Context: an optimization exercise on an open-source flow, tuned for small area and a short achievable clock period. The choices shown serve that exercise and are no tape-out recipe. RTL that was checked went through simulation tests only; none was proved equivalent to the original. Power figures rest on the tool's default switching activity, not on a simulated workload.

==> inputs of 11-28 <==
Design ALU_TOP, start of the top module:
module ALU_TOP (
  input  wire [15:0] A, B,
  input  wire [3:0]  ALU_FUN,
  input  wire        CLK,
  input  wire        RST,
  output reg  [31:0] ARITH_OUT,
  output reg  [15:0] LOGIC_OUT,
  output wire [15:0] CMP_OUT,
  output reg  [15:0] SHIFT_OUT,
  output reg         CMP_FLAG, CARRY_OUT, LOGIC_FLAG, SHIFT_FLAG, ARITH_FLAG
);
  wire [1:0] unit = ALU_FUN[3:2];
  wire [1:0] op   = ALU_FUN[1:0];
  wire        sub = unit[1] | op[0];
  wire [15:0] bx = B ^ {16{sub}};
  wire [16:0] cy;
  wire [16:0] s;
  assign cy[0] = sub;
  genvar i;
  generate
    for (i = 0; i < 16; i = i + 1) begin : add_bit
      assign s[i]    = A[i] ^ bx[i] ^ cy[i];
      assign cy[i+1] = (A[i] & bx[i]) | (A[i] & cy[i]) | (bx[i] & cy[i]);
    end
  endgenerate
  assign s[16] = cy[16];
  wire        c16 = s[16];
  wire        eq  = ~|s[15:0];
  wire        lt  = ~c16;
  wire        gt  = c16 & ~eq;
  wire [31:0] prod;
  mul16 u_mul (.a(A), .b(B), .p(prod));
  wire [15:0] q;
  div16 u_div (.a(A), .b(B), .q(q));
  reg [32:0] arith;
  always @* begin
    case (op)
      2'b00: arith = {16'd0, s};
      2'b01: arith = {{16{~c16}}, s[16:0] ^ 17'h10000} ;
      2'b10: arith = {1'b0, prod};
      default: arith = {17'd0, q};
    endcase
  end
  reg [15:0] logic_r;
  always @* begin
    case (op)
      2'b00: logic_r = A & B;
      2'b01: logic_r = A | B;
      2'b10: logic_r = ~(A & B);
      default: logic_r = ~(A | B);
    endcase
  end
  reg cmp_r;
  always @* begin
    case (op)
      2'b00: cmp_r = 1'b0;
      2'b01: cmp_r = eq;
      2'b10: cmp_r = gt;
      default: cmp_r = lt;
    endcase
  end
  reg [15:0] shift_r;
  always @* begin
    case (op)
      2'b00: shift_r = {1'b0, A[15:1]};
      2'b01: shift_r = {A[14:0], 1'b0};
      2'b10: shift_r = {1'b0, B[15:1]};
      default: shift_r = {B[14:0], 1'b0};
    endcase
  end
  reg cmp_bit;
  assign CMP_OUT = {15'd0, cmp_bit};
  always @(posedge CLK or negedge RST) begin
    if (!RST) begin
      {CARRY_OUT, ARITH_OUT} <= 33'd0;
  ...
==> module ALU_TOP, before the edit <==
module ALU_TOP (
  input  wire [15:0] A, B,
  input  wire [3:0]  ALU_FUN,
  input  wire        CLK,
  input  wire        RST,
  output reg  [31:0] ARITH_OUT,
  output reg  [15:0] LOGIC_OUT,
  output wire [15:0] CMP_OUT,
  output reg  [15:0] SHIFT_OUT,
  output reg         CMP_FLAG, CARRY_OUT, LOGIC_FLAG, SHIFT_FLAG, ARITH_FLAG
);
  wire [1:0] unit = ALU_FUN[3:2];
  wire [1:0] op   = ALU_FUN[1:0];
  wire        sub = unit[1] | op[0];
  wire [15:0] bx = B ^ {16{sub}};
  wire [16:0] cy;
  wire [16:0] s;
  assign cy[0] = sub;
  genvar i;
  generate
    for (i = 0; i < 16; i = i + 1) begin : add_bit
      assign s[i]    = A[i] ^ bx[i] ^ cy[i];
      assign cy[i+1] = (A[i] & bx[i]) | (A[i] & cy[i]) | (bx[i] & cy[i]);
    end
  endgenerate
  assign s[16] = cy[16];
  wire        c16 = s[16];
  wire        eq  = ~|s[15:0];
  wire        lt  = ~c16;
  wire        gt  = c16 & ~eq;
  wire [31:0] prod;
  mul16 u_mul (.a(A), .b(B), .p(prod));
  wire [15:0] q;
  div16 u_div (.a(A), .b(B), .q(q));
  reg [32:0] arith;
  always @* begin
    case (op)
      2'b00: arith = {16'd0, s};
      2'b01: arith = {{16{~c16}}, s[16:0] ^ 17'h10000} ;
      2'b10: arith = {1'b0, prod};
      default: arith = {17'd0, q};
    endcase
  end
  reg [15:0] logic_r;
  always @* begin
    case (op)
      2'b00: logic_r = A & B;
      2'b01: logic_r = A | B;
      2'b10: logic_r = ~(A & B);
      default: logic_r = ~(A | B);
    endcase
  end
  reg cmp_r;
  always @* begin
    case (op)
      2'b00: cmp_r = 1'b0;
      2'b01: cmp_r = eq;
      2'b10: cmp_r = gt;
      default: cmp_r = lt;
    endcase
  end
  reg [15:0] shift_r;
  always @* begin
    case (op)
      2'b00: shift_r = {1'b0, A[15:1]};
      2'b01: shift_r = {A[14:0], 1'b0};
      2'b10: shift_r = {1'b0, B[15:1]};
      default: shift_r = {B[14:0], 1'b0};
    endcase
  end
  reg cmp_bit;
  assign CMP_OUT = {15'd0, cmp_bit};
  always @(posedge CLK or negedge RST) begin
    if (!RST) begin
      {CARRY_OUT, ARITH_OUT} <= 33'd0;
      ARITH_FLAG <= 1'b0;
      LOGIC_OUT  <= 16'd0;
      LOGIC_FLAG <= 1'b0;
      cmp_bit    <= 1'b0;
      CMP_FLAG   <= 1'b0;
      SHIFT_OUT  <= 16'd0;
      SHIFT_FLAG <= 1'b0;
    end else begin
      {CARRY_OUT, ARITH_OUT} <= (unit == 2'b00) ? arith : 33'd0;
      ARITH_FLAG <= (unit == 2'b00);
      LOGIC_OUT  <= (unit == 2'b01) ? logic_r : 16'd0;
      LOGIC_FLAG <= (unit == 2'b01);
      cmp_bit    <= (unit == 2'b10) & cmp_r;
      CMP_FLAG   <= (unit == 2'b10) & (cmp_r | (op == 2'b00));
      SHIFT_OUT  <= (unit == 2'b11) ? shift_r : 16'd0;
      SHIFT_FLAG <= (unit == 2'b11);
    end
  end
endmodule
Settings: LEC_CHECK=0, ABC_AREA=1, CAP_MARGIN=20, CORE_MARGIN=2, CORE_UTILIZATION=40, SLEW_MARGIN=20; clock period 130.0 ns.
standard.sh (not shown) runs the stock make flow with config.mk's settings and CLKGATE_MAP_FILE= SYNTH_SCRIPT=/design/flow/synth_recipe.tcl, a recipe that flattens the netlist after the stock synthesis.
==> flow/flow/run.sh <==
#!/bin/bash
# Own layout flow: the standard synthesis, then a netlist pass that moves
# full adders to the polarity that needs the fewest inverters (flow/polfix.py),
# then the standard layout from floorplan to finish, with the resizer's
# setup repair asked to keep a margin below the clock period.
set -euo pipefail
R=orfs/results/${FLOW_PLATFORM}/ALU_TOP/base
bash standard.sh synth > run_synth.log 2>&1
cp "$R/1_2_yosys.v" polfix_in.v
python3 flow/polfix.py polfix_in.v polfix_out.v > polfix.log 2>&1
cp polfix_out.v "$R/1_2_yosys.v"
touch "$R/1_2_yosys.v"
export SETUP_SLACK_MARGIN=$(cat flow/setup_margin.txt)
bash standard.sh finish > run_layout.log 2>&1
==> flow/flow/setup_margin.txt <==
80
Other scripts of this flow, unchanged in this note and not shown: flow/flow/polfix.py
==> 10-16 (differences from 11-28) <==
--- a/flow/design.v
+++ b/flow/design.v
@@ -1194,16 +1194,5 @@
   wire        sub = unit[1] | op[0];
-  wire [15:0] bx = B ^ {16{sub}};
-  wire [16:0] cy;
-  wire [16:0] s;
-  assign cy[0] = sub;
-  genvar i;
-  generate
-    for (i = 0; i < 16; i = i + 1) begin : add_bit
-      assign s[i]    = A[i] ^ bx[i] ^ cy[i];
-      assign cy[i+1] = (A[i] & bx[i]) | (A[i] & cy[i]) | (bx[i] & cy[i]);
-    end
-  endgenerate
-  assign s[16] = cy[16];
+  wire [16:0] s   = {1'b0, A} + {1'b0, B ^ {16{sub}}} + sub;
   wire        c16 = s[16];
-  wire        eq  = ~|s[15:0];
+  wire        eq  = (A == B);
   wire        lt  = ~c16;
==> flow/flow/setup_margin.txt (replaced) <==
40
==> comparison <==
- In flip-flop and latch count, 10-16 and 11-28 do not differ.
- Of 11-28 and 10-16, 10-16 has the higher count of clock-buffer cells in the layout (gap 2).
- In 10-16 the via count is lower than in 11-28, by about 3%.
- Against 11-28, the synthesized cell count of 10-16 is larger by 4.1%.
- In 11-28 the routed wire length is larger than in 10-16, by about 8%.
- Of 11-28 and 10-16, 11-28 has the higher non-clock buffer count (gap 149).
- Critical path depth: 10-16 is lower than 11-28 (12).
- In 11-28 the cell count is higher than in 10-16, by 0.82%.
- Between 10-16 and 11-28, the lower area after synthesis is in 11-28 (gap about 1.6%, measured against 11-28).
- Total power: 11-28 is higher than 10-16 (about 11%).
- 11-28 ran to the end with no violations. 10-16 went through all stages and came out clean.
- Between 10-16 and 11-28, the lower hold slack is in 10-16 (gap 0.17 ns).
==> figures <==
item	10-16	11-28
Start point of the critical path	B[6]	B[12]
Number of buffers other than clock buffers in the final layout	154	303
GR Layer Usage met3	6.027%	4.380%
Initial Utilization	40.37%	40.53%
Max FO, Critical Path	26	11
Share of the final layout cell area in multi-input gates	72.82%	69.07%
Aggregate global-route resource usage	26.82%	26.81%
Result of the run	finished clean	finished clean
Detailed placer's ending HPWL	42810 um	40640 um
Tcrit/Tclk final	43.01%	37.79%
Total met2 wirelength after detailed routing	25830 um	29580 um
Net Sw Frac	48.52%	49.68%
Highest clock frequency the design can meet	17.89 MHz	20.36 MHz
Power in combinational cells	163 uW	189 uW
Area Growth Syn to Fin	11.33%	28.34%
Metal1 wirelength	24220 um	24520 um
Sequential portion of the cell area	9.087%	8.011%
Clock buffer cells	11	9
Avg Inst Size Synth	8.049 um^2	8.243 um^2
IR drop worst, VDD	0.01075 mV	0.01161 mV
Required @ worst endpoint	130.29 ns	130.33 ns
Clock network fraction of design power	13.4%	10.8%
Violation count after the first detailed-route iteration	1286	1208
Function not checked in 11-28: the RTL went through the layout flow alone.

========
==> inputs of 03-14 <==
Another version of the RTL of ALU_TOP (not shown whole).
==> flow/config.mk <==
export PLATFORM = sky130hd
export DESIGN_NAME = ALU_TOP
export DESIGN_NICKNAME = ALU_TOP
export VERILOG_FILES = /design/flow/design.v
export SDC_FILE = /design/flow/constraint.sdc
export NUM_CORES = 4
export LEC_CHECK = 0
export ABC_AREA = 1
export CAP_MARGIN = 20
export CORE_MARGIN = 2
export CORE_UTILIZATION = 40
export SLEW_MARGIN = 20
==> flow/constraint.sdc <==
create_clock -name core_clock -period 130.0 [get_ports {CLK}]
set_input_delay 26.0000 -clock core_clock [delete_from_list [all_inputs] [get_ports {CLK}]]
set_output_delay 26.0000 -clock core_clock [all_outputs]
set_load 0.01 [all_outputs]
==> flow/flow/run.sh <==
#!/bin/bash
# Own layout flow: the standard synthesis, then a netlist pass that moves
# full adders to the polarity that needs the fewest inverters (flow/polfix.py),
# then the standard layout from floorplan to finish.  flow/env.sh sets the
# resizer's setup margin (how far below the clock period its repair aims) and
# any other ORFS variables for the layout steps.
set -euo pipefail
R=orfs/results/${FLOW_PLATFORM}/ALU_TOP/base
bash standard.sh synth > run_synth.log 2>&1
cp "$R/1_2_yosys.v" polfix_in.v
python3 flow/polfix.py polfix_in.v polfix_out.v > polfix.log 2>&1
cp polfix_out.v "$R/1_2_yosys.v"
touch "$R/1_2_yosys.v"
source flow/env.sh
bash standard.sh finish > run_layout.log 2>&1
==> flow/flow/env.sh <==
export SETUP_SLACK_MARGIN=75
export REMOVE_ABC_BUFFERS=1
Other scripts of this flow, unchanged in this note and not shown: flow/flow/polfix.py
==> 06-01: changes against 03-14 <==
==> flow/flow/run.sh (replaced) <==
#!/bin/bash
# Own layout flow: the standard synthesis, then a netlist pass that moves
# full adders to the polarity that needs the fewest inverters (flow/polfix.py),
# then the standard layout from floorplan to finish, with the resizer's
# setup repair asked to keep a margin below the clock period.
set -euo pipefail
R=orfs/results/${FLOW_PLATFORM}/ALU_TOP/base
bash standard.sh synth > run_synth.log 2>&1
cp "$R/1_2_yosys.v" polfix_in.v
python3 flow/polfix.py polfix_in.v polfix_out.v > polfix.log 2>&1
cp polfix_out.v "$R/1_2_yosys.v"
touch "$R/1_2_yosys.v"
export SETUP_SLACK_MARGIN=$(cat flow/setup_margin.txt)
bash standard.sh finish > run_layout.log 2>&1
==> flow/flow/setup_margin.txt (new file) <==
78
removed: flow/flow/env.sh
==> 01-12: changes against 03-14 <==
==> flow/flow/run.sh (replaced) <==
#!/bin/bash
# Own layout flow: the standard synthesis, then a netlist pass that moves
# full adders to the polarity that needs the fewest inverters (flow/polfix.py),
# then the standard layout from floorplan to finish, with the resizer's
# setup repair asked to keep a margin below the clock period.
set -euo pipefail
R=orfs/results/${FLOW_PLATFORM}/ALU_TOP/base
bash standard.sh synth > run_synth.log 2>&1
cp "$R/1_2_yosys.v" polfix_in.v
python3 flow/polfix.py polfix_in.v polfix_out.v > polfix.log 2>&1
cp polfix_out.v "$R/1_2_yosys.v"
touch "$R/1_2_yosys.v"
export SETUP_SLACK_MARGIN=$(cat flow/setup_margin.txt)
bash standard.sh finish > run_layout.log 2>&1
==> flow/flow/setup_margin.txt (new file) <==
75
removed: flow/flow/env.sh
==> comparison table <==
Outcome: 01-12 complete, no violations; 06-01 complete, no violations; 03-14 complete, no violations
Met1 wire length: 01-12 20.49 mm; 06-01 21.50 mm; 03-14 21.76 mm
Clock buffer and inverter area fraction after layout: 01-12 1.528%; 06-01 1.393%; 03-14 1.723%
Crit path max-delay cell type: 01-12 fa_1; 06-01 fa_1; 03-14 clkdlybuf4s50_1
Leak pwr: 01-12 8.745 nW; 06-01 9.473 nW; 03-14 8.811 nW
Post-layout net count: 01-12 2486; 06-01 2584; 03-14 2492
Global-route wire length before repair: 01-12 80.07 mm; 06-01 80.99 mm; 03-14 81.00 mm
Drt initial violations: 01-12 941; 06-01 1074; 03-14 1057
Vias/cell: 01-12 5.376; 06-01 5.436; 03-14 5.362
Overall routing resource usage: 01-12 25.13%; 06-01 25.42%; 03-14 25.44%
Total power density per cell area: 01-12 11.42 nW/um^2; 06-01 10.91 nW/um^2; 03-14 11.25 nW/um^2
Power, Total: 01-12 0.0002123 W; 06-01 0.0002225 W; 03-14 0.0002108 W
Data arrival time of the critical path: 01-12 52.89 ns; 06-01 51.04 ns; 03-14 52.89 ns
Clock period minus final worst setup slack: 01-12 52.63 ns; 06-01 50.77 ns; 03-14 52.60 ns
Post-detailed-placement cell area: 01-12 17730 sq um; 06-01 17730 sq um; 03-14 17750 sq um
Initial DRT Pass Iterations: 01-12 5; 06-01 7; 03-14 5
Clock group: 01-12 0.0000246 W; 06-01 0.0000248 W; 03-14 0.0000290 W
Register share of the cell area: 01-12 9.421%; 06-01 8.591%; 03-14 9.350%

==> what the ideal ports hide <==
The flow's constraints put no driver on any port. The routed layouts listed below were extracted and timed again, unchanged, in two steps. Step 1 (the two cells are an assumption about what drives the block):
set clk [get_ports {CLK}]
set_driving_cell -lib_cell sky130_fd_sc_hd__clkbuf_16 $clk
set_driving_cell -lib_cell sky130_fd_sc_hd__buf_2 [delete_from_list [all_inputs] $clk]
Step 2 adds t to the input delays and takes it off the output delays; t is the mean of the earliest and latest rising clock arrival at the registers after step 1. Input paths then give back, and output paths get back, about the clock's delay inside the block. Slacks: no drivers / after step 1 / after step 2; pairs: no drivers / after step 1.
| run | shift t [ns] | setup WS [ns] | latest minus earliest clock arrival (ns) | cell pins on the clock port's net |
|---|---|---|---|---|
| 11-28 | 0.432 | 80.873 / 80.894 / 80.462 | 0.017 / 0.017 | 1 |
| 10-16 | 0.442 | 74.090 / 74.120 / 73.678 | 0.026 / 0.026 | 1 |
| 03-14 | 0.443 | 77.404 / 77.432 / 76.989 | 0.022 / 0.022 | 1 |
| 06-01 | 0.411 | 79.227 / 79.245 / 78.834 | 0.015 / 0.015 | 1 |
| 01-12 | 0.405 | 77.366 / 77.387 / 76.981 | 0.015 / 0.015 | 1 |
After both steps every run listed still meets setup and hold. For 03-14, which loses most, drivers alone change the setup slack by +0.028 ns; drivers and shift together by -0.415 ns.
